This is an optimization exercise on Yosys and OpenROAD, whose aim is small area and a short achievable clock period, not a production implementation. RTL that was checked went through simulation tests only; none was proved equivalent to the original. For run 2, only the layout was checked, not whether the RTL still works.

### flow/design.v
`timescale 1ns / 1ps
module Pipeline_1(
input clk,rst,
input [7:0]a,b,c,d,
output [7:0]out
    );
  wire nd1 = ~d[0];
  wire nd2 = ~d[1];
  wire nd3 = ~d[2];
  wire nd4 = ~d[3];
  wire nd5 = ~d[4];
  wire nd6 = ~d[5];
  wire nd7 = ~d[6];
  wire nd8 = ~d[7];
  wire g9 = a[0] & b[0];
  wire g10 = a[1] & b[1];
  wire g11 = a[2] & b[2];
  wire g12 = a[3] & b[3];
  wire g13 = a[4] & b[4];
  wire g14 = a[5] & b[5];
  wire g15 = a[6] & b[6];
  wire g16 = a[7] & b[7];
  wire x17 = a[0] ^ b[0];
  wire x18 = a[1] ^ b[1];
  wire x19 = a[2] ^ b[2];
  wire x20 = a[3] ^ b[3];
  wire x21 = a[4] ^ b[4];
  wire x22 = a[5] ^ b[5];
  wire x23 = a[6] ^ b[6];
  wire x24 = a[7] ^ b[7];
  wire G25 = g10 | (x18 & g9);
  wire P26 = x18 & x17;
  wire G27 = g12 | (x20 & g11);
  wire P28 = x20 & x19;
  wire G29 = g11 | (x19 & G25);
  wire P30 = x19 & P26;
  wire G31 = G27 | (P28 & G25);
  wire P32 = P28 & P26;
  wire G33 = g14 | (x22 & g13);
  wire P34 = x22 & x21;
  wire G35 = g16 | (x24 & g15);
  wire P36 = x24 & x23;
  wire G37 = g15 | (x23 & G33);
  wire P38 = x23 & P34;
  wire G39 = G35 | (P36 & G33);
  wire P40 = P36 & P34;
  wire G41 = g13 | (x21 & G31);
  wire P42 = x21 & P32;
  wire G43 = G33 | (P34 & G31);
  wire P44 = P34 & P32;
  wire G45 = G37 | (P38 & G31);
  wire P46 = P38 & P32;
  wire G47 = G39 | (P40 & G31);
  wire P48 = P40 & P32;
  wire s49 = x18 ^ g9;
  wire s50 = x19 ^ G25;
  wire s51 = x20 ^ G29;
  wire s52 = x21 ^ G31;
  wire s53 = x22 ^ G41;
  wire s54 = x23 ^ G43;
  wire s55 = x24 ^ G45;
  wire g56 = c[0] & nd1;
  wire g57 = c[1] & nd2;
  wire g58 = c[2] & nd3;
  wire g59 = c[3] & nd4;
  wire g60 = c[4] & nd5;
  wire g61 = c[5] & nd6;
  wire g62 = c[6] & nd7;
  wire g63 = c[7] & nd8;
  wire x64 = c[0] ^ nd1;
  wire x65 = c[1] ^ nd2;
  wire x66 = c[2] ^ nd3;
  wire x67 = c[3] ^ nd4;
  wire x68 = c[4] ^ nd5;
  wire x69 = c[5] ^ nd6;
  wire x70 = c[6] ^ nd7;
  wire x71 = c[7] ^ nd8;
  wire g72 = c[0] | nd1;
  wire G73 = g57 | (x65 & g72);
  wire P74 = x65 & x64;
  wire G75 = g59 | (x67 & g58);
  wire P76 = x67 & x66;
  wire G77 = g58 | (x66 & G73);
  wire P78 = x66 & P74;
  wire G79 = G75 | (P76 & G73);
  wire P80 = P76 & P74;
  wire G81 = g61 | (x69 & g60);
  wire P82 = x69 & x68;
  wire G83 = g63 | (x71 & g62);
  wire P84 = x71 & x70;
  wire G85 = g62 | (x70 & G81);
  wire P86 = x70 & P82;
  wire G87 = G83 | (P84 & G81);
  wire P88 = P84 & P82;
  wire G89 = g60 | (x68 & G79);
  wire P90 = x68 & P80;
  wire G91 = G81 | (P82 & G79);
  wire P92 = P82 & P80;
  wire G93 = G85 | (P86 & G79);
  wire P94 = P86 & P80;
  wire G95 = G87 | (P88 & G79);
  wire P96 = P88 & P80;
  wire s97 = ~x64;
  wire s98 = x65 ^ g72;
  wire s99 = x66 ^ G73;
  wire s100 = x67 ^ G77;
  wire s101 = x68 ^ G79;
  wire s102 = x69 ^ G89;
  wire s103 = x70 ^ G91;
  wire s104 = x71 ^ G93;
  reg [7:0] R1_s, R1_t, R1_d;
  reg R1_v;
  always @(posedge clk) begin
    R1_s <= {s55, s54, s53, s52, s51, s50, s49, x17};
    R1_t <= {s104, s103, s102, s101, s100, s99, s98, s97};
    R1_d <= d;
    R1_v <= ~rst & (|d);
  end
  wire pp105 = R1_s[0] & R1_t[0];
  wire pp106 = R1_s[1] & R1_t[0];
  wire pp107 = R1_s[2] & R1_t[0];
  wire pp108 = R1_s[3] & R1_t[0];
  wire pp109 = R1_s[4] & R1_t[0];
  wire pp110 = R1_s[5] & R1_t[0];
  wire pp111 = R1_s[6] & R1_t[0];
  wire pp112 = R1_s[7] & R1_t[0];
  wire pp113 = R1_s[0] & R1_t[1];
  wire pp114 = R1_s[1] & R1_t[1];
  wire pp115 = R1_s[2] & R1_t[1];
  wire pp116 = R1_s[3] & R1_t[1];
  wire pp117 = R1_s[4] & R1_t[1];
  wire pp118 = R1_s[5] & R1_t[1];
  wire pp119 = R1_s[6] & R1_t[1];
  wire pp120 = R1_s[7] & R1_t[1];
  wire pp121 = R1_s[0] & R1_t[2];
  wire pp122 = R1_s[1] & R1_t[2];
  wire pp123 = R1_s[2] & R1_t[2];
  wire pp124 = R1_s[3] & R1_t[2];
  wire pp125 = R1_s[4] & R1_t[2];
  wire pp126 = R1_s[5] & R1_t[2];
  wire pp127 = R1_s[6] & R1_t[2];
  wire pp128 = R1_s[7] & R1_t[2];
  wire pp129 = R1_s[0] & R1_t[3];
  wire pp130 = R1_s[1] & R1_t[3];
  wire pp131 = R1_s[2] & R1_t[3];
  wire pp132 = R1_s[3] & R1_t[3];
  wire pp133 = R1_s[4] & R1_t[3];
  wire pp134 = R1_s[5] & R1_t[3];
  wire pp135 = R1_s[6] & R1_t[3];
  wire pp136 = R1_s[7] & R1_t[3];
  wire pp137 = R1_s[0] & R1_t[4];
  wire pp138 = R1_s[1] & R1_t[4];
  wire pp139 = R1_s[2] & R1_t[4];
  wire pp140 = R1_s[3] & R1_t[4];
  wire pp141 = R1_s[4] & R1_t[4];
  wire pp142 = R1_s[5] & R1_t[4];
  wire pp143 = R1_s[6] & R1_t[4];
  wire pp144 = R1_s[7] & R1_t[4];
  wire pp145 = R1_s[0] & R1_t[5];
  wire pp146 = R1_s[1] & R1_t[5];
  wire pp147 = R1_s[2] & R1_t[5];
  wire pp148 = R1_s[3] & R1_t[5];
  wire pp149 = R1_s[4] & R1_t[5];
  wire pp150 = R1_s[5] & R1_t[5];
  wire pp151 = R1_s[6] & R1_t[5];
  wire pp152 = R1_s[7] & R1_t[5];
  wire pp153 = R1_s[0] & R1_t[6];
  wire pp154 = R1_s[1] & R1_t[6];
  wire pp155 = R1_s[2] & R1_t[6];
  wire pp156 = R1_s[3] & R1_t[6];
  wire pp157 = R1_s[4] & R1_t[6];
  wire pp158 = R1_s[5] & R1_t[6];
  wire pp159 = R1_s[6] & R1_t[6];
  wire pp160 = R1_s[7] & R1_t[6];
  wire pp161 = R1_s[0] & R1_t[7];
  wire pp162 = R1_s[1] & R1_t[7];
  wire pp163 = R1_s[2] & R1_t[7];
  wire pp164 = R1_s[3] & R1_t[7];
  wire pp165 = R1_s[4] & R1_t[7];
  wire pp166 = R1_s[5] & R1_t[7];
  wire pp167 = R1_s[6] & R1_t[7];
  wire pp168 = R1_s[7] & R1_t[7];
  wire s169 = pp111 ^ pp118;
  wire c170 = pp111 & pp118;
  wire s171 = pp112 ^ pp119 ^ pp126;
  wire c172 = (pp112 & pp119) | (pp126 & (pp112 ^ pp119));
  wire s173 = pp133 ^ pp140;
  wire c174 = pp133 & pp140;
  wire s175 = pp120 ^ pp127 ^ pp134;
  wire c176 = (pp120 & pp127) | (pp134 & (pp120 ^ pp127));
  wire s177 = pp141 ^ pp148;
  wire c178 = pp141 & pp148;
  wire s179 = pp128 ^ pp135 ^ pp142;
  wire c180 = (pp128 & pp135) | (pp142 & (pp128 ^ pp135));
  wire s181 = pp109 ^ pp116;
  wire c182 = pp109 & pp116;
  wire s183 = pp110 ^ pp117 ^ pp124;
  wire c184 = (pp110 & pp117) | (pp124 & (pp110 ^ pp117));
  wire s185 = pp131 ^ pp138;
  wire c186 = pp131 & pp138;
  wire s187 = pp125 ^ pp132 ^ pp139;
  wire c188 = (pp125 & pp132) | (pp139 & (pp125 ^ pp132));
  wire s189 = pp146 ^ pp153 ^ s169;
  wire c190 = (pp146 & pp153) | (s169 & (pp146 ^ pp153));
  wire s191 = pp147 ^ pp154 ^ pp161;
  wire c192 = (pp147 & pp154) | (pp161 & (pp147 ^ pp154));
  wire s193 = c170 ^ s171 ^ s173;
  wire c194 = (c170 & s171) | (s173 & (c170 ^ s171));
  wire s195 = pp155 ^ pp162 ^ c172;
  wire c196 = (pp155 & pp162) | (c172 & (pp155 ^ pp162));
  wire s197 = c174 ^ s175 ^ s177;
  wire c198 = (c174 & s175) | (s177 & (c174 ^ s175));
  wire s199 = pp149 ^ pp156 ^ pp163;
  wire c200 = (pp149 & pp156) | (pp163 & (pp149 ^ pp156));
  wire s201 = c176 ^ c178 ^ s179;
  wire c202 = (c176 & c178) | (s179 & (c176 ^ c178));
  wire s203 = pp136 ^ pp143 ^ pp150;
  wire c204 = (pp136 & pp143) | (pp150 & (pp136 ^ pp143));
  wire s205 = pp157 ^ pp164 ^ c180;
  wire c206 = (pp157 & pp164) | (c180 & (pp157 ^ pp164));
  wire s207 = pp144 ^ pp151 ^ pp158;
  wire c208 = (pp144 & pp151) | (pp158 & (pp144 ^ pp151));
  wire s209 = pp108 ^ pp115;
  wire c210 = pp108 & pp115;
  wire s211 = pp123 ^ pp130 ^ pp137;
  wire c212 = (pp123 & pp130) | (pp137 & (pp123 ^ pp130));
  wire s213 = pp145 ^ c182 ^ s183;
  wire c214 = (pp145 & c182) | (s183 & (pp145 ^ c182));
  wire s215 = c184 ^ c186 ^ s187;
  wire c216 = (c184 & c186) | (s187 & (c184 ^ c186));
  wire s217 = c188 ^ c190 ^ s191;
  wire c218 = (c188 & c190) | (s191 & (c188 ^ c190));
  wire s219 = c192 ^ c194 ^ s195;
  wire c220 = (c192 & c194) | (s195 & (c192 ^ c194));
  wire s221 = c196 ^ c198 ^ s199;
  wire c222 = (c196 & c198) | (s199 & (c196 ^ c198));
  wire s223 = c200 ^ c202 ^ s203;
  wire c224 = (c200 & c202) | (s203 & (c200 ^ c202));
  wire s225 = pp165 ^ c204 ^ c206;
  wire c226 = (pp165 & c204) | (c206 & (pp165 ^ c204));
  wire s227 = pp152 ^ pp159 ^ pp166;
  wire c228 = (pp152 & pp159) | (pp166 & (pp152 ^ pp159));
  wire s229 = pp107 ^ pp114;
  wire c230 = pp107 & pp114;
  wire s231 = pp122 ^ pp129 ^ s209;
  wire c232 = (pp122 & pp129) | (s209 & (pp122 ^ pp129));
  wire s233 = s181 ^ c210 ^ s211;
  wire c234 = (s181 & c210) | (s211 & (s181 ^ c210));
  wire s235 = s185 ^ c212 ^ s213;
  wire c236 = (s185 & c212) | (s213 & (s185 ^ c212));
  wire s237 = s189 ^ c214 ^ s215;
  wire c238 = (s189 & c214) | (s215 & (s189 ^ c214));
  wire s239 = s193 ^ c216 ^ s217;
  wire c240 = (s193 & c216) | (s217 & (s193 ^ c216));
  wire s241 = s197 ^ c218 ^ s219;
  wire c242 = (s197 & c218) | (s219 & (s197 ^ c218));
  wire s243 = s201 ^ c220 ^ s221;
  wire c244 = (s201 & c220) | (s221 & (s201 ^ c220));
  wire s245 = s205 ^ c222 ^ s223;
  wire c246 = (s205 & c222) | (s223 & (s205 ^ c222));
  wire s247 = s207 ^ c224 ^ s225;
  wire c248 = (s207 & c224) | (s225 & (s207 ^ c224));
  wire s249 = c208 ^ c226 ^ s227;
  wire c250 = (c208 & c226) | (s227 & (c208 ^ c226));
  wire s251 = pp160 ^ pp167 ^ c228;
  wire c252 = (pp160 & pp167) | (c228 & (pp160 ^ pp167));
  wire g253 = pp106 & pp113;
  wire g254 = pp121 & s229;
  wire g255 = c230 & s231;
  wire g256 = c232 & s233;
  wire g257 = c234 & s235;
  wire g258 = c236 & s237;
  wire g259 = c238 & s239;
  wire g260 = c240 & s241;
  wire g261 = c242 & s243;
  wire g262 = c244 & s245;
  wire g263 = c246 & s247;
  wire g264 = c248 & s249;
  wire g265 = c250 & s251;
  wire g266 = pp168 & c252;
  wire x267 = pp106 ^ pp113;
  wire x268 = pp121 ^ s229;
  wire x269 = c230 ^ s231;
  wire x270 = c232 ^ s233;
  wire x271 = c234 ^ s235;
  wire x272 = c236 ^ s237;
  wire x273 = c238 ^ s239;
  wire x274 = c240 ^ s241;
  wire x275 = c242 ^ s243;
  wire x276 = c244 ^ s245;
  wire x277 = c246 ^ s247;
  wire x278 = c248 ^ s249;
  wire x279 = c250 ^ s251;
  wire x280 = pp168 ^ c252;
  wire G281 = g253 | (x267 & 1'b0);
  wire P282 = x267 & pp105;
  wire G283 = g255 | (x269 & g254);
  wire P284 = x269 & x268;
  wire G285 = g254 | (x268 & G281);
  wire P286 = x268 & P282;
  wire G287 = G283 | (P284 & G281);
  wire P288 = P284 & P282;
  wire G289 = g257 | (x271 & g256);
  wire P290 = x271 & x270;
  wire G291 = g259 | (x273 & g258);
  wire P292 = x273 & x272;
  wire G293 = g258 | (x272 & G289);
  wire P294 = x272 & P290;
  wire G295 = G291 | (P292 & G289);
  wire P296 = P292 & P290;
  wire G297 = g256 | (x270 & G287);
  wire P298 = x270 & P288;
  wire G299 = G289 | (P290 & G287);
  wire P300 = P290 & P288;
  wire G301 = G293 | (P294 & G287);
  wire P302 = P294 & P288;
  wire G303 = G295 | (P296 & G287);
  wire P304 = P296 & P288;
  wire G305 = g261 | (x275 & g260);
  wire P306 = x275 & x274;
  wire G307 = g263 | (x277 & g262);
  wire P308 = x277 & x276;
  wire G309 = g262 | (x276 & G305);
  wire P310 = x276 & P306;
  wire G311 = G307 | (P308 & G305);
  wire P312 = P308 & P306;
  wire G313 = g265 | (x279 & g264);
  wire P314 = x279 & x278;
  wire G315 = 1'b0 | (1'b0 & g266);
  wire P316 = 1'b0 & x280;
  wire G317 = g266 | (x280 & G313);
  wire P318 = x280 & P314;
  wire G319 = G315 | (P316 & G313);
  wire P320 = P316 & P314;
  wire G321 = g264 | (x278 & G311);
  wire P322 = x278 & P312;
  wire G323 = G313 | (P314 & G311);
  wire P324 = P314 & P312;
  wire G325 = G317 | (P318 & G311);
  wire P326 = P318 & P312;
  wire G327 = G319 | (P320 & G311);
  wire P328 = P320 & P312;
  wire G329 = g260 | (x274 & G303);
  wire P330 = x274 & P304;
  wire G331 = G305 | (P306 & G303);
  wire P332 = P306 & P304;
  wire G333 = G309 | (P310 & G303);
  wire P334 = P310 & P304;
  wire G335 = G311 | (P312 & G303);
  wire P336 = P312 & P304;
  wire G337 = G321 | (P322 & G303);
  wire P338 = P322 & P304;
  wire G339 = G323 | (P324 & G303);
  wire P340 = P324 & P304;
  wire G341 = G325 | (P326 & G303);
  wire P342 = P326 & P304;
  wire G343 = G327 | (P328 & G303);
  wire P344 = P328 & P304;
  wire ps345 = x267 ^ 1'b0;
  wire ps346 = x268 ^ G281;
  wire ps347 = x269 ^ G285;
  wire ps348 = x270 ^ G287;
  wire ps349 = x271 ^ G297;
  wire ps350 = x272 ^ G299;
  wire ps351 = x273 ^ G301;
  wire ps352 = x274 ^ G303;
  wire ps353 = x275 ^ G329;
  wire ps354 = x276 ^ G331;
  wire ps355 = x277 ^ G333;
  wire ps356 = x278 ^ G335;
  wire ps357 = x279 ^ G337;
  wire ps358 = x280 ^ G339;
  wire ps359 = 1'b0 ^ G341;
  wire hz360 = ~(R1_d[1] | R1_d[2] | R1_d[3] | R1_d[4] | R1_d[5] | R1_d[6] | R1_d[7]);
  wire b361 = ~ps359 & R1_d[0];
  wire ge362 = ~b361 & hz360;
  wire r363 = ps359 ^ (ge362 & R1_d[0]);
  wire hz364 = ~(R1_d[2] | R1_d[3] | R1_d[4] | R1_d[5] | R1_d[6] | R1_d[7]);
  wire b365 = ~ps358 & R1_d[0];
  wire b366 = (r363 ^ R1_d[1]) ? ~r363 : b365;
  wire ge367 = ~b366 & hz364;
  wire r368 = ps358 ^ (ge367 & R1_d[0]);
  wire r369 = r363 ^ (ge367 & (R1_d[1] ^ b365));
  wire hz370 = ~(R1_d[3] | R1_d[4] | R1_d[5] | R1_d[6] | R1_d[7]);
  wire b371 = ~ps357 & R1_d[0];
  wire b372 = (r368 ^ R1_d[1]) ? ~r368 : b371;
  wire b373 = (r369 ^ R1_d[2]) ? ~r369 : b372;
  wire ge374 = ~b373 & hz370;
  wire r375 = ps357 ^ (ge374 & R1_d[0]);
  wire r376 = r368 ^ (ge374 & (R1_d[1] ^ b371));
  wire r377 = r369 ^ (ge374 & (R1_d[2] ^ b372));
  wire hz378 = ~(R1_d[4] | R1_d[5] | R1_d[6] | R1_d[7]);
  wire b379 = ~ps356 & R1_d[0];
  wire b380 = (r375 ^ R1_d[1]) ? ~r375 : b379;
  wire b381 = (r376 ^ R1_d[2]) ? ~r376 : b380;
  wire b382 = (r377 ^ R1_d[3]) ? ~r377 : b381;
  wire ge383 = ~b382 & hz378;
  wire r384 = ps356 ^ (ge383 & R1_d[0]);
  wire r385 = r375 ^ (ge383 & (R1_d[1] ^ b379));
  wire r386 = r376 ^ (ge383 & (R1_d[2] ^ b380));
  wire r387 = r377 ^ (ge383 & (R1_d[3] ^ b381));
  wire hz388 = ~(R1_d[5] | R1_d[6] | R1_d[7]);
  wire b389 = ~ps355 & R1_d[0];
  wire b390 = (r384 ^ R1_d[1]) ? ~r384 : b389;
  wire b391 = (r385 ^ R1_d[2]) ? ~r385 : b390;
  wire b392 = (r386 ^ R1_d[3]) ? ~r386 : b391;
  wire b393 = (r387 ^ R1_d[4]) ? ~r387 : b392;
  wire ge394 = ~b393 & hz388;
  wire r395 = ps355 ^ (ge394 & R1_d[0]);
  wire r396 = r384 ^ (ge394 & (R1_d[1] ^ b389));
  wire r397 = r385 ^ (ge394 & (R1_d[2] ^ b390));
  wire r398 = r386 ^ (ge394 & (R1_d[3] ^ b391));
  wire r399 = r387 ^ (ge394 & (R1_d[4] ^ b392));
  wire hz400 = ~(R1_d[6] | R1_d[7]);
  wire b401 = ~ps354 & R1_d[0];
  wire b402 = (r395 ^ R1_d[1]) ? ~r395 : b401;
  wire b403 = (r396 ^ R1_d[2]) ? ~r396 : b402;
  wire b404 = (r397 ^ R1_d[3]) ? ~r397 : b403;
  wire b405 = (r398 ^ R1_d[4]) ? ~r398 : b404;
  wire b406 = (r399 ^ R1_d[5]) ? ~r399 : b405;
  wire ge407 = ~b406 & hz400;
  wire r408 = ps354 ^ (ge407 & R1_d[0]);
  wire r409 = r395 ^ (ge407 & (R1_d[1] ^ b401));
  wire r410 = r396 ^ (ge407 & (R1_d[2] ^ b402));
  wire r411 = r397 ^ (ge407 & (R1_d[3] ^ b403));
  wire r412 = r398 ^ (ge407 & (R1_d[4] ^ b404));
  wire r413 = r399 ^ (ge407 & (R1_d[5] ^ b405));
  reg [9:0] R2_p;
  reg [5:0] R2_r;
  reg [7:0] R2_d;
  reg R2_v;
  always @(posedge clk) begin
    R2_p <= {ps353, ps352, ps351, ps350, ps349, ps348, ps347, ps346, ps345, pp105};
    R2_r <= {r413, r412, r411, r410, r409, r408};
    R2_d <= {R1_d[7], R1_d[6], R1_d[5], R1_d[4], R1_d[3], R1_d[2], R1_d[1], R1_d[0]};
    R2_v <= ~rst & R1_v;
  end
  wire hz414 = ~(R2_d[7]);
  wire b415 = ~R2_p[9] & R2_d[0];
  wire b416 = (R2_r[0] ^ R2_d[1]) ? ~R2_r[0] : b415;
  wire b417 = (R2_r[1] ^ R2_d[2]) ? ~R2_r[1] : b416;
  wire b418 = (R2_r[2] ^ R2_d[3]) ? ~R2_r[2] : b417;
  wire b419 = (R2_r[3] ^ R2_d[4]) ? ~R2_r[3] : b418;
  wire b420 = (R2_r[4] ^ R2_d[5]) ? ~R2_r[4] : b419;
  wire b421 = (R2_r[5] ^ R2_d[6]) ? ~R2_r[5] : b420;
  wire ge422 = ~b421 & hz414;
  wire r423 = R2_p[9] ^ (ge422 & R2_d[0]);
  wire r424 = R2_r[0] ^ (ge422 & (R2_d[1] ^ b415));
  wire r425 = R2_r[1] ^ (ge422 & (R2_d[2] ^ b416));
  wire r426 = R2_r[2] ^ (ge422 & (R2_d[3] ^ b417));
  wire r427 = R2_r[3] ^ (ge422 & (R2_d[4] ^ b418));
  wire r428 = R2_r[4] ^ (ge422 & (R2_d[5] ^ b419));
  wire r429 = R2_r[5] ^ (ge422 & (R2_d[6] ^ b420));
  wire b430 = ~R2_p[8] & R2_d[0];
  wire b431 = (r423 ^ R2_d[1]) ? ~r423 : b430;
  wire b432 = (r424 ^ R2_d[2]) ? ~r424 : b431;
  wire b433 = (r425 ^ R2_d[3]) ? ~r425 : b432;
  wire b434 = (r426 ^ R2_d[4]) ? ~r426 : b433;
  wire b435 = (r427 ^ R2_d[5]) ? ~r427 : b434;
  wire b436 = (r428 ^ R2_d[6]) ? ~r428 : b435;
  wire b437 = (r429 ^ R2_d[7]) ? ~r429 : b436;
  wire ge438 = ~b437;
  wire r439 = R2_p[8] ^ (ge438 & R2_d[0]);
  wire r440 = r423 ^ (ge438 & (R2_d[1] ^ b430));
  wire r441 = r424 ^ (ge438 & (R2_d[2] ^ b431));
  wire r442 = r425 ^ (ge438 & (R2_d[3] ^ b432));
  wire r443 = r426 ^ (ge438 & (R2_d[4] ^ b433));
  wire r444 = r427 ^ (ge438 & (R2_d[5] ^ b434));
  wire r445 = r428 ^ (ge438 & (R2_d[6] ^ b435));
  wire r446 = r429 ^ (ge438 & (R2_d[7] ^ b436));
  wire b447 = ~R2_p[7] & R2_d[0];
  wire b448 = (r439 ^ R2_d[1]) ? ~r439 : b447;
  wire b449 = (r440 ^ R2_d[2]) ? ~r440 : b448;
  wire b450 = (r441 ^ R2_d[3]) ? ~r441 : b449;
  wire b451 = (r442 ^ R2_d[4]) ? ~r442 : b450;
  wire b452 = (r443 ^ R2_d[5]) ? ~r443 : b451;
  wire b453 = (r444 ^ R2_d[6]) ? ~r444 : b452;
  wire b454 = (r445 ^ R2_d[7]) ? ~r445 : b453;
  wire ge455 = r446 | ~b454;
  wire r456 = R2_p[7] ^ (ge455 & R2_d[0]);
  wire r457 = r439 ^ (ge455 & (R2_d[1] ^ b447));
  wire r458 = r440 ^ (ge455 & (R2_d[2] ^ b448));
  wire r459 = r441 ^ (ge455 & (R2_d[3] ^ b449));
  wire r460 = r442 ^ (ge455 & (R2_d[4] ^ b450));
  wire r461 = r443 ^ (ge455 & (R2_d[5] ^ b451));
  wire r462 = r444 ^ (ge455 & (R2_d[6] ^ b452));
  wire r463 = r445 ^ (ge455 & (R2_d[7] ^ b453));
  wire b464 = ~R2_p[6] & R2_d[0];
  wire b465 = (r456 ^ R2_d[1]) ? ~r456 : b464;
  wire b466 = (r457 ^ R2_d[2]) ? ~r457 : b465;
  wire b467 = (r458 ^ R2_d[3]) ? ~r458 : b466;
  wire b468 = (r459 ^ R2_d[4]) ? ~r459 : b467;
  wire b469 = (r460 ^ R2_d[5]) ? ~r460 : b468;
  wire b470 = (r461 ^ R2_d[6]) ? ~r461 : b469;
  wire b471 = (r462 ^ R2_d[7]) ? ~r462 : b470;
  wire ge472 = r463 | ~b471;
  wire r473 = R2_p[6] ^ (ge472 & R2_d[0]);
  wire r474 = r456 ^ (ge472 & (R2_d[1] ^ b464));
  wire r475 = r457 ^ (ge472 & (R2_d[2] ^ b465));
  wire r476 = r458 ^ (ge472 & (R2_d[3] ^ b466));
  wire r477 = r459 ^ (ge472 & (R2_d[4] ^ b467));
  wire r478 = r460 ^ (ge472 & (R2_d[5] ^ b468));
  wire r479 = r461 ^ (ge472 & (R2_d[6] ^ b469));
  wire r480 = r462 ^ (ge472 & (R2_d[7] ^ b470));
  wire b481 = ~R2_p[5] & R2_d[0];
  wire b482 = (r473 ^ R2_d[1]) ? ~r473 : b481;
  wire b483 = (r474 ^ R2_d[2]) ? ~r474 : b482;
  wire b484 = (r475 ^ R2_d[3]) ? ~r475 : b483;
  wire b485 = (r476 ^ R2_d[4]) ? ~r476 : b484;
  wire b486 = (r477 ^ R2_d[5]) ? ~r477 : b485;
  wire b487 = (r478 ^ R2_d[6]) ? ~r478 : b486;
  wire b488 = (r479 ^ R2_d[7]) ? ~r479 : b487;
  wire ge489 = r480 | ~b488;
  wire r490 = R2_p[5] ^ (ge489 & R2_d[0]);
  wire r491 = r473 ^ (ge489 & (R2_d[1] ^ b481));
  wire r492 = r474 ^ (ge489 & (R2_d[2] ^ b482));
  wire r493 = r475 ^ (ge489 & (R2_d[3] ^ b483));
  wire r494 = r476 ^ (ge489 & (R2_d[4] ^ b484));
  wire r495 = r477 ^ (ge489 & (R2_d[5] ^ b485));
  wire r496 = r478 ^ (ge489 & (R2_d[6] ^ b486));
  wire r497 = r479 ^ (ge489 & (R2_d[7] ^ b487));
  wire b498 = ~R2_p[4] & R2_d[0];
  wire b499 = (r490 ^ R2_d[1]) ? ~r490 : b498;
  wire b500 = (r491 ^ R2_d[2]) ? ~r491 : b499;
  wire b501 = (r492 ^ R2_d[3]) ? ~r492 : b500;
  wire b502 = (r493 ^ R2_d[4]) ? ~r493 : b501;
  wire b503 = (r494 ^ R2_d[5]) ? ~r494 : b502;
  wire b504 = (r495 ^ R2_d[6]) ? ~r495 : b503;
  wire b505 = (r496 ^ R2_d[7]) ? ~r496 : b504;
  wire ge506 = r497 | ~b505;
  wire r507 = R2_p[4] ^ (ge506 & R2_d[0]);
  wire r508 = r490 ^ (ge506 & (R2_d[1] ^ b498));
  wire r509 = r491 ^ (ge506 & (R2_d[2] ^ b499));
  wire r510 = r492 ^ (ge506 & (R2_d[3] ^ b500));
  wire r511 = r493 ^ (ge506 & (R2_d[4] ^ b501));
  wire r512 = r494 ^ (ge506 & (R2_d[5] ^ b502));
  wire r513 = r495 ^ (ge506 & (R2_d[6] ^ b503));
  wire r514 = r496 ^ (ge506 & (R2_d[7] ^ b504));
  wire b515 = ~R2_p[3] & R2_d[0];
  wire b516 = (r507 ^ R2_d[1]) ? ~r507 : b515;
  wire b517 = (r508 ^ R2_d[2]) ? ~r508 : b516;
  wire b518 = (r509 ^ R2_d[3]) ? ~r509 : b517;
  wire b519 = (r510 ^ R2_d[4]) ? ~r510 : b518;
  wire b520 = (r511 ^ R2_d[5]) ? ~r511 : b519;
  wire b521 = (r512 ^ R2_d[6]) ? ~r512 : b520;
  wire b522 = (r513 ^ R2_d[7]) ? ~r513 : b521;
  wire ge523 = r514 | ~b522;
  wire r524 = R2_p[3] ^ (ge523 & R2_d[0]);
  wire r525 = r507 ^ (ge523 & (R2_d[1] ^ b515));
  wire r526 = r508 ^ (ge523 & (R2_d[2] ^ b516));
  wire r527 = r509 ^ (ge523 & (R2_d[3] ^ b517));
  wire r528 = r510 ^ (ge523 & (R2_d[4] ^ b518));
  wire r529 = r511 ^ (ge523 & (R2_d[5] ^ b519));
  wire r530 = r512 ^ (ge523 & (R2_d[6] ^ b520));
  wire r531 = r513 ^ (ge523 & (R2_d[7] ^ b521));
  wire b532 = ~R2_p[2] & R2_d[0];
  wire b533 = (r524 ^ R2_d[1]) ? ~r524 : b532;
  wire b534 = (r525 ^ R2_d[2]) ? ~r525 : b533;
  wire b535 = (r526 ^ R2_d[3]) ? ~r526 : b534;
  wire b536 = (r527 ^ R2_d[4]) ? ~r527 : b535;
  wire b537 = (r528 ^ R2_d[5]) ? ~r528 : b536;
  wire b538 = (r529 ^ R2_d[6]) ? ~r529 : b537;
  wire b539 = (r530 ^ R2_d[7]) ? ~r530 : b538;
  wire ge540 = r531 | ~b539;
  wire r541 = R2_p[2] ^ (ge540 & R2_d[0]);
  wire r542 = r524 ^ (ge540 & (R2_d[1] ^ b532));
  wire r543 = r525 ^ (ge540 & (R2_d[2] ^ b533));
  wire r544 = r526 ^ (ge540 & (R2_d[3] ^ b534));
  wire r545 = r527 ^ (ge540 & (R2_d[4] ^ b535));
  wire r546 = r528 ^ (ge540 & (R2_d[5] ^ b536));
  wire r547 = r529 ^ (ge540 & (R2_d[6] ^ b537));
  wire r548 = r530 ^ (ge540 & (R2_d[7] ^ b538));
  reg [1:0] R3_p;
  reg [7:0] R3_r;
  reg [5:0] R3_q;
  reg [7:0] R3_d;
  reg R3_v;
  always @(posedge clk) begin
    R3_p <= {R2_p[1], R2_p[0]};
    R3_r <= {r548, r547, r546, r545, r544, r543, r542, r541};
    R3_q <= {ge455, ge472, ge489, ge506, ge523, ge540};
    R3_d <= {R2_d[7], R2_d[6], R2_d[5], R2_d[4], R2_d[3], R2_d[2], R2_d[1], R2_d[0]};
    R3_v <= ~rst & R2_v;
  end
  wire [7:0] seg3_out;
  Pipeline_1_seg3 u_seg3 (
    .p({R3_p[1], R3_p[0]}),
    .r({R3_r[7], R3_r[6], R3_r[5], R3_r[4], R3_r[3], R3_r[2], R3_r[1], R3_r[0]}),
    .q({R3_q[5], R3_q[4], R3_q[3], R3_q[2], R3_q[1], R3_q[0]}),
    .d({R3_d[7], R3_d[6], R3_d[5], R3_d[4], R3_d[3], R3_d[2], R3_d[1], R3_d[0]}),
    .v({R3_v}),
    .o_out(seg3_out)
  );
  assign out = {seg3_out[7], seg3_out[6], seg3_out[5], seg3_out[4], seg3_out[3], seg3_out[2], seg3_out[1], seg3_out[0]};
endmodule
module Pipeline_1_seg3(
  input [1:0] p,
  input [7:0] r,
  input [5:0] q,
  input [7:0] d,
  input [0:0] v,
  output [7:0] o_out
);
  wire b1 = ~p[1] & d[0];
  wire b2 = (r[0] ^ d[1]) ? ~r[0] : b1;
  wire b3 = (r[1] ^ d[2]) ? ~r[1] : b2;
  wire b4 = (r[2] ^ d[3]) ? ~r[2] : b3;
  wire b5 = (r[3] ^ d[4]) ? ~r[3] : b4;
  wire b6 = (r[4] ^ d[5]) ? ~r[4] : b5;
  wire b7 = (r[5] ^ d[6]) ? ~r[5] : b6;
  wire b8 = (r[6] ^ d[7]) ? ~r[6] : b7;
  wire ge9 = r[7] | ~b8;
  wire r10 = p[1] ^ (ge9 & d[0]);
  wire r11 = r[0] ^ (ge9 & (d[1] ^ b1));
  wire r12 = r[1] ^ (ge9 & (d[2] ^ b2));
  wire r13 = r[2] ^ (ge9 & (d[3] ^ b3));
  wire r14 = r[3] ^ (ge9 & (d[4] ^ b4));
  wire r15 = r[4] ^ (ge9 & (d[5] ^ b5));
  wire r16 = r[5] ^ (ge9 & (d[6] ^ b6));
  wire r17 = r[6] ^ (ge9 & (d[7] ^ b7));
  wire b18 = ~p[0] & d[0];
  wire b19 = (r10 ^ d[1]) ? ~r10 : b18;
  wire b20 = (r11 ^ d[2]) ? ~r11 : b19;
  wire b21 = (r12 ^ d[3]) ? ~r12 : b20;
  wire b22 = (r13 ^ d[4]) ? ~r13 : b21;
  wire b23 = (r14 ^ d[5]) ? ~r14 : b22;
  wire b24 = (r15 ^ d[6]) ? ~r15 : b23;
  wire b25 = (r16 ^ d[7]) ? ~r16 : b24;
  wire ge26 = r17 | ~b25;
  wire r27 = p[0] ^ (ge26 & d[0]);
  wire r28 = r10 ^ (ge26 & (d[1] ^ b18));
  wire r29 = r11 ^ (ge26 & (d[2] ^ b19));
  wire r30 = r12 ^ (ge26 & (d[3] ^ b20));
  wire r31 = r13 ^ (ge26 & (d[4] ^ b21));
  wire r32 = r14 ^ (ge26 & (d[5] ^ b22));
  wire r33 = r15 ^ (ge26 & (d[6] ^ b23));
  wire r34 = r16 ^ (ge26 & (d[7] ^ b24));
  wire o35 = ge26 & v[0];
  wire o36 = ge9 & v[0];
  wire o37 = q[0] & v[0];
  wire o38 = q[1] & v[0];
  wire o39 = q[2] & v[0];
  wire o40 = q[3] & v[0];
  wire o41 = q[4] & v[0];
  wire o42 = q[5] & v[0];
  assign o_out = {o42, o41, o40, o39, o38, o37, o36, o35};
endmodule
### flow/flow/run.sh
#!/bin/bash
# Own flow: the standard layout (standard.sh) with these changes:
#  - synthesis is the standard flow's synthesis script (synth_recipe.tcl) unchanged, except
#    that the abc step maps each module separately with ORFS's area script
#    plus a delay target (flow/abc_map.script, flow/abc_override.tcl); the
#    registers are exactly those of the standard synthesis;
#  - the port buffers that global placement inserts on every input and output
#    are sky130_fd_sc_hd__buf_2 cells instead of the default delay-cell buffers;
#  - timing repair aims for a setup slack of 25 ns at the design's 36 ns clock.
# The rest (floorplan, power grid, tap cells, placement, CTS, routing) is
# standard.sh unchanged. Logs: synth.log (synthesis make run), standard.log
# (the rest); ORFS also keeps each step's log under orfs/logs/.
set -euo pipefail
W=$PWD
export BUFFER_PORTS_ARGS="-buffer_cell sky130_fd_sc_hd__buf_2"
export SETUP_SLACK_MARGIN=25
export ABC_SCRIPT_FILE=$W/flow/abc_map.script
export ABC_DMAP="Pipeline_1=9000 Pipeline_1_seg3=1500"
printf 'source %s\nsource %s\n' "$W/flow/abc_override.tcl" "$W/synth_recipe.tcl" > "$W/own_synth.tcl"
sed "s#SYNTH_SCRIPT=[^ ]*#SYNTH_SCRIPT=$W/own_synth.tcl#" standard.sh > own_standard.sh
bash own_standard.sh synth > synth.log 2>&1
bash standard.sh > standard.log 2>&1
### flow/flow/abc_map.script
strash
dch
map -B 0.9 {D}
topo
stime -c
buffer -c
upsize -c {D}
dnsize -c {D}
### flow/flow/abc_override.tcl
# Sourced before synth_recipe.tcl: replaces Yosys's abc command so that each
# module is mapped on its own, with the script in ABC_SCRIPT_FILE (where {D}
# stands for the delay target) and the per-module delay target in ps from
# ABC_DMAP ("module=ps ..."). Registers are not touched by abc.
proc abc {args} {
  set i [lsearch $args -D]
  if {$i >= 0} { set args [lreplace $args $i [expr {$i+1}]] }
  set fh [open $::env(ABC_SCRIPT_FILE) r]; set tmpl [read $fh]; close $fh
  foreach kv $::env(ABC_DMAP) {
    lassign [split $kv =] mod d
    set sf $::env(OBJECTS_DIR)/abc_$mod.script
    set fh [open $sf w]; puts -nonewline $fh [string map [list "{D}" "-D $d"] $tmpl]; close $fh
    set j [lsearch $args -script]
    set a [lreplace $args $j [expr {$j+1}] -script $sf]
    puts "abc for module $mod with delay target $d ps"
    yosys abc {*}$a $mod
  }
}
### flow/standard.sh
#!/bin/bash
# synth_recipe.tcl (not shown) runs the flow's synth.tcl, then flattens the netlist and writes it again
# the make line also repeats each setting of config.mk as NAME=value (left out here)
make -C /OpenROAD-flow-scripts/flow DESIGN_CONFIG=/design/flow/config.mk WORK_HOME=/design/flow/orfs CLKGATE_MAP_FILE= SYNTH_SCRIPT=/design/flow/synth_recipe.tcl "${@:-finish}"
### flow/config.mk
export PLATFORM = sky130hd
export DESIGN_NAME = Pipeline_1
export DESIGN_NICKNAME = Pipeline_1
export VERILOG_FILES = /design/flow/design.v
export SDC_FILE = /design/flow/constraint.sdc
export NUM_CORES = 4
export LEC_CHECK = 0
export ABC_AREA = 1
export CAP_MARGIN = 20
export CORE_MARGIN = 2
export CORE_UTILIZATION = 60
export CTS_BUF_LIST = sky130_fd_sc_hd__clkbuf_8
export SLEW_MARGIN = 20
export SYNTH_HIERARCHICAL = 1
export SYNTH_MINIMUM_KEEP_SIZE = 0
### flow/constraint.sdc
create_clock -name core_clock -period 36.0 [get_ports {clk}]
set_input_delay 7.2000 -clock core_clock [delete_from_list [all_inputs] [get_ports {clk}]]
set_output_delay 7.2000 -clock core_clock [all_outputs]
set_load 0.01 [all_outputs]
==> results of run 1 <==
## repair_timing
action,CTS,global route
pin swaps,0,16
endpoints found under the hold margin,0,0
gates cloned,1,7
buffers inserted,0,24
setup endpoints to repair,9,9
gates resized for setup,3,57
## Yosys stat by module, one instance, submodules excluded
module / area, um2 / flops+latches / times used
Pipeline_1_seg3: 708 / 0 / 1
Pipeline_1: 7420 / 75 / 1
## state kept, by name (all words and copies together), names as in the netlist
name  count
R3_v      1
R2_d      8
R1_v      1
R3_p      2
R1_s      8
R3_d      8
R1_t      8
R2_v      1
R2_r      6
R3_r      8
R3_q      6
R2_p     10
R1_d      8
## per-layer routing
layer / up-vias / share of wire (%) / GRT usage (%)
li1: 3828 / - / -
met1: 3293 / 44 / 27.5
met2: 104 / 51 / 42.9
met3: 17 / 3.5 / 3.68
met4: 0 / 1.1 / 5.67
met5: - / 0 / 0
## cells in the mapped netlist, types with 8 or more instances
library cell	n
nand2_1	402
inv_1	246
nand3_1	131
xor2_1	90
dfxtp_1	75
fa_1	44
nor2_1	37
ha_1	33
o21ai_0	26
a21oi_1	23
clkbuf_1	23
nand3_2	23
nand2_2	20
xnor2_1	14
buf_2	10
buf_4	8
## final cells by class
cell class | instances | area share, %
Multi-Input combinational cell | 886 | 62.8
Tap cell | 176 | 2.44
Timing Repair inverter | 1 | 0.0556
Inverter | 249 | 10.5
Timing Repair Buffer | 70 | 5.07
Clock buffer | 11 | 1.68
Sequential cell | 75 | 16.8
Clock inverter | 5 | 0.583
## layout by cell type, fill, tap and decap left out, types with 2 or more instances in the layout
| cell | synthesis | layout |
|---|---|---|
| nand2_1 | 402 | 383 |
| inv_1 | 246 | 244 |
| nand3_1 | 131 | 121 |
| xor2_1 | 90 | 84 |
| dfxtp_1 | 75 | 71 |
| fa_1 | 44 | 44 |
| buf_2 | 10 | 41 |
| nand2_2 | 20 | 39 |
| nor2_1 | 37 | 36 |
| ha_1 | 33 | 33 |
| nand3_2 | 23 | 32 |
| o21ai_0 | 26 | 26 |
| buf_4 | 8 | 26 |
| a21oi_1 | 23 | 23 |
| xnor2_1 | 14 | 14 |
| clkbuf_8 | 0 | 11 |
| or2_2 | 7 | 7 |
| nand2_4 | 1 | 7 |
| xor2_2 | 1 | 6 |
| nand3b_1 | 5 | 5 |
| dfxtp_4 | 0 | 4 |
| clkinvlp_4 | 0 | 3 |
| nand4_1 | 3 | 3 |
| nor4_1 | 3 | 3 |
| a21o_1 | 3 | 3 |
| o21ai_2 | 2 | 2 |
| xnor3_1 | 2 | 2 |
| inv_2 | 2 | 2 |
| clkinv_2 | 0 | 2 |
## metrics by stage
step	hold slack, ns
3_3_place_gp	0.311
5_1_grt	0.335
6_report	0.328
4_1_cts	0.330
3_5_place_dp	0.312
2_1_floorplan	0.310
## worst paths after layout
check	start	endpoint	slack [ns]
setup / recovery	R2_d[3]	R3_r[5]	26.11
hold reg to reg	R2_p[1]	R3_p[1]	0.33
hold / removal	R2_p[1]	R3_p[1]	0.33
setup reg to reg	R2_d[3]	R3_r[5]	26.11
## cells by family after synthesis
logic type,after synthesis,share of synthesized area [%]
AND/OR/NAND/NOR,632,34.3
adder cells (fa/ha/maj),78,16.0
XOR/XNOR,108,12.2
AO/OA/AOI/OAI,62,4.22
flip-flops,75,18.5
buffers and inverters,297,14.8
## worst reg2reg max path, delay by kind of cell, from the launching register on
| kind | cells | cell delay [ns] |
|---|---|---|
| simple gates | 94 | 8.04 |
| buf+inv | 7 | 0.79 |
| xor+xnor | 3 | 0.57 |
| flops | 1 | 0.49 |
==> run_results.csv, run 1 <==
group,metric,value,unit
outcome,status,"finished clean",
synthesis,synth_edf_count,0,
final_layout,finalNonFillerCells,1473,
timing,fin_crit,9.89,ns
critical_path,cp-end-kind,"flip-flop",
cts,numCtsBuffers,9,
die,core,13200,um2
timing,rsz0062_at_grt,"no",
min_path,hold_class,"flip-flop to flip-flop",
cts,cts-htree-levels,3,
timing,fin_worst_skew,0.00640,ns
grt,grt_pass1_wl,27600,um
flow_run,maxCapViolCount,0,
cts,clock-sinks,75,
timing,hold_viol,0,
place,gp_congestion,0.823,
synthesis,netlist.area_leader.share,18.6,%
cts,insertion_delay,0.37,ns
final_layout,fill_cells,1222,
route,drt-vias-per-instance,4.92,
die,start_util,61.4,%
critical_path,crit_arrival,10.21,ns
route,wl,16500,um
critical_path,crit_cells,104,
critical_path,cp_data_required_time,36.31,ns
grt,grt_pass1_vias,6541,
die,die-width,120,um
synthesis,syn_inst,1252,
critical_path,crit_slowest_cell,"dfxtp_4",
final_layout,multi_input_area,5660,um2
synthesis,synth_async_sr_flop_share,0,%
cts,cts.path.max_buffers,2,
route,dr.first_iter.drc_count,295,
final_layout,finish.instance_area,9010,um2
place,hpwl,12800,um
place,portBuffers,41,
final_layout,area_delta_synth_final,10.8,%
critical_path,cp_top_family,"simple AND/OR/NAND/NOR gates",
die,rows,42,
final_layout,nNetsFinal,1403,
timing,tightest_slew,0.853,ns
route,num_vias,7242,
synthesis,yosysTopAreaCell,"nand2_1",
cts,clk_pin_slew,0.08,ns
timing,worst_slack,26.11,ns
grt,gr-usage-all-layers,23.0,%
route,ant_nets,0,
synthesis,syn_avg_cell_area,6.49,um2
place,dp.cells,1425,
grt,grt_max_degree,25,
critical_path,setup.worst_path.class,"flip-flop to flip-flop",
critical_path,critPathLaunchType,"flip-flop",
final_layout,finalCoreUtilization,68.0,%
critical_path,r2r_cells,104,
cts,cts_tree,"built",
route,firstDrtPassIters,7,
place,dp_slack,24.78,ns
place,placed_cell_area,8320,um2
timing,slew_viol_final,0,
synthesis,synth.cell_area,8130,um2
timing,slew_headroom,43.1,%
cts,root_buffer,"clkbuf_8",
timing,fin_setup_tns,0,ns
critical_path,worst-path-buf-inv,7,
final_layout,drive_gt1_share,15.0,%
synthesis,synthFlopType,"dfxtp_1",
synthesis,ys_seq_elements,75,
critical_path,path_common_cell,"nand2_1",
grt,grt_remaining_overflow,0,
min_path,worstHoldPathCells,0,
synthesis,yosysSeqAreaShare,18.5,%
critical_path,cpPeakStageDelay,0.49,ns
cts,cts-hold-fix-buffers,0,
final_layout,final-seq-area,1520,um2
synthesis,synth_cell_types,39,
final_layout,antennaDiodeCount,0,
synthesis,yosys-top-cells-area,"nand2_1 19%, dfxtp_1 18%, inv_1 11%",
die,die_h,120,um
synthesis,ys_warn_count,7,
route,wl_per_cell,11.2,um
critical_path,crit_fanout,16,
timing,finalSetupViolCount,0,
route,drc,0,
die,die_area,14500,um2
grt,antenna_found_initial,0,
die,ioPinCount,42,
timing,fin_crit_sh,27.5,%
synthesis,synthesis.nets,1363,
timing,fmax,101,MHz
==> run 2: changes to the inputs <==
--- a/flow/design.v
+++ b/flow/design.v
@@ -411,46 +411,46 @@
   wire r397 = r385 ^ (ge394 & (R1_d[2] ^ b390));
   wire r398 = r386 ^ (ge394 & (R1_d[3] ^ b391));
   wire r399 = r387 ^ (ge394 & (R1_d[4] ^ b392));
-  wire hz400 = ~(R1_d[6] | R1_d[7]);
-  wire b401 = ~ps354 & R1_d[0];
-  wire b402 = (r395 ^ R1_d[1]) ? ~r395 : b401;
-  wire b403 = (r396 ^ R1_d[2]) ? ~r396 : b402;
-  wire b404 = (r397 ^ R1_d[3]) ? ~r397 : b403;
-  wire b405 = (r398 ^ R1_d[4]) ? ~r398 : b404;
-  wire b406 = (r399 ^ R1_d[5]) ? ~r399 : b405;
-  wire ge407 = ~b406 & hz400;
-  wire r408 = ps354 ^ (ge407 & R1_d[0]);
-  wire r409 = r395 ^ (ge407 & (R1_d[1] ^ b401));
-  wire r410 = r396 ^ (ge407 & (R1_d[2] ^ b402));
-  wire r411 = r397 ^ (ge407 & (R1_d[3] ^ b403));
-  wire r412 = r398 ^ (ge407 & (R1_d[4] ^ b404));
-  wire r413 = r399 ^ (ge407 & (R1_d[5] ^ b405));
-  reg [9:0] R2_p;
-  reg [5:0] R2_r;
+  reg [10:0] R2_p;
+  reg [4:0] R2_r;
   reg [7:0] R2_d;
   reg R2_v;
   always @(posedge clk) begin
-    R2_p <= {ps353, ps352, ps351, ps350, ps349, ps348, ps347, ps346, ps345, pp105};
-    R2_r <= {r413, r412, r411, r410, r409, r408};
+    R2_p <= {ps354, ps353, ps352, ps351, ps350, ps349, ps348, ps347, ps346, ps345, pp105};
+    R2_r <= {r399, r398, r397, r396, r395};
     R2_d <= {R1_d[7], R1_d[6], R1_d[5], R1_d[4], R1_d[3], R1_d[2], R1_d[1], R1_d[0]};
     R2_v <= ~rst & R1_v;
   end
+  wire hz400 = ~(R2_d[6] | R2_d[7]);
+  wire b401 = ~R2_p[10] & R2_d[0];
+  wire b402 = (R2_r[0] ^ R2_d[1]) ? ~R2_r[0] : b401;
+  wire b403 = (R2_r[1] ^ R2_d[2]) ? ~R2_r[1] : b402;
+  wire b404 = (R2_r[2] ^ R2_d[3]) ? ~R2_r[2] : b403;
+  wire b405 = (R2_r[3] ^ R2_d[4]) ? ~R2_r[3] : b404;
+  wire b406 = (R2_r[4] ^ R2_d[5]) ? ~R2_r[4] : b405;
+  wire ge407 = ~b406 & hz400;
+  wire r408 = R2_p[10] ^ (ge407 & R2_d[0]);
+  wire r409 = R2_r[0] ^ (ge407 & (R2_d[1] ^ b401));
+  wire r410 = R2_r[1] ^ (ge407 & (R2_d[2] ^ b402));
+  wire r411 = R2_r[2] ^ (ge407 & (R2_d[3] ^ b403));
+  wire r412 = R2_r[3] ^ (ge407 & (R2_d[4] ^ b404));
+  wire r413 = R2_r[4] ^ (ge407 & (R2_d[5] ^ b405));
   wire hz414 = ~(R2_d[7]);
   wire b415 = ~R2_p[9] & R2_d[0];
-  wire b416 = (R2_r[0] ^ R2_d[1]) ? ~R2_r[0] : b415;
-  wire b417 = (R2_r[1] ^ R2_d[2]) ? ~R2_r[1] : b416;
-  wire b418 = (R2_r[2] ^ R2_d[3]) ? ~R2_r[2] : b417;
-  wire b419 = (R2_r[3] ^ R2_d[4]) ? ~R2_r[3] : b418;
-  wire b420 = (R2_r[4] ^ R2_d[5]) ? ~R2_r[4] : b419;
-  wire b421 = (R2_r[5] ^ R2_d[6]) ? ~R2_r[5] : b420;
+  wire b416 = (r408 ^ R2_d[1]) ? ~r408 : b415;
+  wire b417 = (r409 ^ R2_d[2]) ? ~r409 : b416;
+  wire b418 = (r410 ^ R2_d[3]) ? ~r410 : b417;
+  wire b419 = (r411 ^ R2_d[4]) ? ~r411 : b418;
+  wire b420 = (r412 ^ R2_d[5]) ? ~r412 : b419;
+  wire b421 = (r413 ^ R2_d[6]) ? ~r413 : b420;
   wire ge422 = ~b421 & hz414;
   wire r423 = R2_p[9] ^ (ge422 & R2_d[0]);
-  wire r424 = R2_r[0] ^ (ge422 & (R2_d[1] ^ b415));
-  wire r425 = R2_r[1] ^ (ge422 & (R2_d[2] ^ b416));
-  wire r426 = R2_r[2] ^ (ge422 & (R2_d[3] ^ b417));
-  wire r427 = R2_r[3] ^ (ge422 & (R2_d[4] ^ b418));
-  wire r428 = R2_r[4] ^ (ge422 & (R2_d[5] ^ b419));
-  wire r429 = R2_r[5] ^ (ge422 & (R2_d[6] ^ b420));
+  wire r424 = r408 ^ (ge422 & (R2_d[1] ^ b415));
+  wire r425 = r409 ^ (ge422 & (R2_d[2] ^ b416));
+  wire r426 = r410 ^ (ge422 & (R2_d[3] ^ b417));
+  wire r427 = r411 ^ (ge422 & (R2_d[4] ^ b418));
+  wire r428 = r412 ^ (ge422 & (R2_d[5] ^ b419));
+  wire r429 = r413 ^ (ge422 & (R2_d[6] ^ b420));
   wire b430 = ~R2_p[8] & R2_d[0];
   wire b431 = (r423 ^ R2_d[1]) ? ~r423 : b430;
   wire b432 = (r424 ^ R2_d[2]) ? ~r424 : b431;
==> flow/flow/run.sh (replaced) <==
#!/bin/bash
# Own flow: the standard layout (standard.sh, run whole and unchanged:
# synthesis with the standard flow's synthesis script, floorplan, power grid, tap cells,
# placement, CTS and routing) with two settings passed through the environment:
#  - the port buffers that global placement inserts on every input and output
#    are sky130_fd_sc_hd__buf_2 cells instead of the default delay-cell buffers;
#  - timing repair (repair_timing in floorplan, CTS and global route) aims for a
#    setup slack of 25 ns at the design's 36 ns clock, so it sizes up the
#    slowest paths; the clock period and constraints are the design's.
# make's full output goes to standard.log here; ORFS also keeps each step's own
# log under orfs/logs/.
set -euo pipefail
export BUFFER_PORTS_ARGS="-buffer_cell sky130_fd_sc_hd__buf_2"
export SETUP_SLACK_MARGIN=25
bash standard.sh > standard.log 2>&1
removed: flow/flow/abc_map.script
removed: flow/flow/abc_override.tcl
==> run 2 against run 1 <==
- first-iteration DRC count grew 34%
- worst setup slack lost 0.31 ns
- critical path depth grew 5
==> run_results.csv, run 2 <==
group,metric,value,unit
grt,gr-usage-all-layers,24.1,%
synthesis,synth.cell_area,8960,um2
critical_path,cp-end-kind,"flip-flop",
final_layout,final_cell_mix,"342 x nand2_1, 234 x inv_1, 109 x nand3_1",
grt,grt_pass1_vias,6913,
grt,grt_use_met1,32.1,%
cts,clk_pin_slew,0.09,ns
grt,grt_max_degree,25,
die,rows,44,
cts,cts-htree-levels,3,
route,firstDrtPassIters,5,
grt,grt_remaining_overflow,0,
timing,rsz0062_at_grt,"no",
route,ant_nets,0,
synthesis,yosys-top-cells-area,"dfxtp_1 17%, nand2_1 15%, inv_1 10%",
die,die_h,126,um
route,drt-vias-per-instance,4.97,
synthesis,yosysSeqAreaShare,16.8,%
synthesis,synth-compound-area-share,3.53,%
timing,tightest_slew,0.669,ns
final_layout,regMostFlops,"R2_p",
final_layout,nNetsFinal,1450,
timing,fin_worst_skew,0.0161,ns
final_layout,finalCoreUtilization,67.9,%
grt,grt.busiest_layer,"met2",
route,dr.first_iter.drc_count,395,
synthesis,synth.area.mux_share,0,%
place,gp_congestion,0.835,
critical_path,crit_fanout,12,
die,die_area,15900,um2
route,drc,0,
min_path,hold_class,"flip-flop to flip-flop",
critical_path,crit_arrival,10.43,ns
critical_path,cpPeakStageDelay,0.36,ns
final_layout,largest_reg_flops,11,
cts,numCtsBuffers,9,
grt,antenna_found_initial,0,
synthesis,synth_common_cells,"365 x nand2_1, 238 x inv_1, 120 x nand3_1",
synthesis,synth_edf_count,0,
route,wl,19400,um
final_layout,finish.instance_area,9910,um2
timing,hold_viol,0,
synthesis,synth_fa_ha_area_share,14.5,%
critical_path,path_common_cell,"nand2_2",
timing,fin_setup_tns,0,ns
critical_path,setup.worst_path.class,"flip-flop to flip-flop",
synthesis,syn_inst,1284,
synthesis,synth_top_family_by_area,"simple AND/OR/NAND/NOR gates",
cts,clock-sinks,75,
critical_path,critPathLaunchType,"flip-flop",
timing,slew_headroom,55.4,%
synthesis,netlist.area_leader.share,16.8,%
final_layout,drive_gt1_share,23.7,%
cts,cts_tree,"built",
grt,grt_pass1_wl,31800,um
cts,cts.path.max_buffers,2,
place,placed_cell_area,8960,um2
grt,grt_use_met3,3.27,%
timing,slew_viol_final,0,
grt,met2_usage,42.0,%
die,start_util,61.4,%
critical_path,crit_slowest_cell,"dfxtp_4",
die,ioPinCount,42,
synthesis,ys_warn_count,7,
critical_path,cp_data_required_time,36.23,ns
synthesis,synth_most_common_cell,"nand2_1",
route,wl_per_cell,12.7,um
place,hpwl,14500,um
cts,cts-hold-fix-buffers,0,
synthesis,synthFlopType,"dfxtp_1",
timing,fin_crit_sh,28.3,%
route,num_vias,7594,
outcome,status,"finished clean",
synthesis,synth_cell_types,53,
synthesis,synthesis.nets,1395,
timing,fmax,98.0,MHz
final_layout,final_common_cell,"nand2_1",
synthesis,synth_simple_gate_area_share,37.8,%
place,portBuffers,41,
flow_run,maxCapViolCount,0,
synthesis,syn_avg_cell_area,6.98,um2
final_layout,antennaDiodeCount,0,
synthesis,synth_async_sr_flop_share,0,%
die,die-width,126,um
timing,fin_crit,10.20,ns
synthesis,synth-xor-area-share,11.3,%
synthesis,yosysTopAreaCell,"dfxtp_1",
synthesis,ys_seq_elements,75,
cts,insertion_delay,0.35,ns
final_layout,area_delta_synth_final,10.6,%
timing,finalSetupViolCount,0,
cts,root_buffer,"clkbuf_8",
die,core,14600,um2
[run 2: changes by cell type in the layout (fill, tap and decap cells not counted), sizes merged, moves of 2 or more]
cell    delta
nor2       +4
buf       +20
a21oi      -5
nand2     +12
nand3b     -2
xnor2      +4
nor3       +2
o21ai      -5
a211oi     +2
xor2      -10
nand3     +20
[run 2: worst paths after layout]
path / startpoint / end / slack (ns) / cells after the start
setup / recovery: R2_d[0] / R3_r[3] / 25.80 / 109
setup reg to reg: R2_d[0] / R3_r[3] / 25.80 / 109
hold / removal: R2_p[1] / R3_p[1] / 0.34 / 0
hold reg to reg: R2_p[1] / R3_p[1] / 0.34 / 0
[run 2: cell families after synthesis]
kind of cell               after synthesis
AOI/OAI and AO/OA                       54
xor gates and xnor gates               102
adders and majority gates               78
buffers and inverters                  301
DFF                                     75
and+or+nand+nor                        674
[run 2: layout make-up]
cell class	count	area, um2
Sequential cell	75	1510
Fill cell	1311	4680
Inverter	250	976
Multi-Input combinational cell	912	6360
Timing Repair inverter	1	5.00
Clock inverter	4	56.3
Timing Repair Buffer	90	607
Tap cell	184	230
Clock buffer	12	165
[run 2: critical path, delay by kind of cell (launching register included)]
family,cells,cell delay [ns]
simple gates,100,8.26
flops,1,0.36
buf+inv,4,0.42
compound gates,1,0.22
xor+xnor,4,0.84
[run 2: timing repair]
action	CTS	global route
gates cloned	0	6
pin swaps	0	33
gates resized for setup	1	82
setup endpoints to repair	7	9
setup buffers	0	42
[run 2: per-module statistics from Yosys (local to each module, per instance)]
module / times used / cells / cell area [um2]
Pipeline_1: 1 / 1143 / 8250
Pipeline_1_seg3: 1 / 141 / 708
[run 2: per-layer routing]
layer	wire length (um)	vias up
met1	8980	3468
li1	-	3971
met3	713	21
met4	199	0
met5	0	-
met2	9510	134
[run 2: stage by stage]
step | hold WS [ns] | cells | worst slack, ns
2_1_floorplan | 0.310 | 1284 | 26.89
3_3_place_gp | 0.311 | 1464 | 25.22
3_5_place_dp | 0.322 | 1464 | 24.94
4_1_cts | 0.341 | 1480 | 25.25
5_1_grt | 0.345 | 1528 | 24.85
6_report | 0.337 | 1528 | 25.80

## re-timing with driven ports
No port has a modelled driver above. Below, the same layouts with a new extraction and two added sets of constraints.
Step 1 sets driving cells, clkbuf_16 on the clock port and buf_2 on the other inputs (assumed; they add their load-dependent delay and slew).
Step 2 also shifts input and output timing later by t, the mid clock arrival at the registers, as if the neighbouring blocks saw the same clock.
a / b / c = no drivers / after step 1 / after step 2; a / b = the first two.
| run | shift t [ns] | slack for setup (ns) | slew at the worst register clock pin (ns) | worst slew at a driven data input, ns |
|---|---|---|---|---|
| run 1 | 0.397 | 26.107 / 26.107 / 26.107 | 0.08 / 0.08 | 0.04 |
| run 2 | 0.378 | 25.801 / 25.801 / 25.801 | 0.09 / 0.09 | 0.03 |
After both steps every run listed still meets setup and hold.
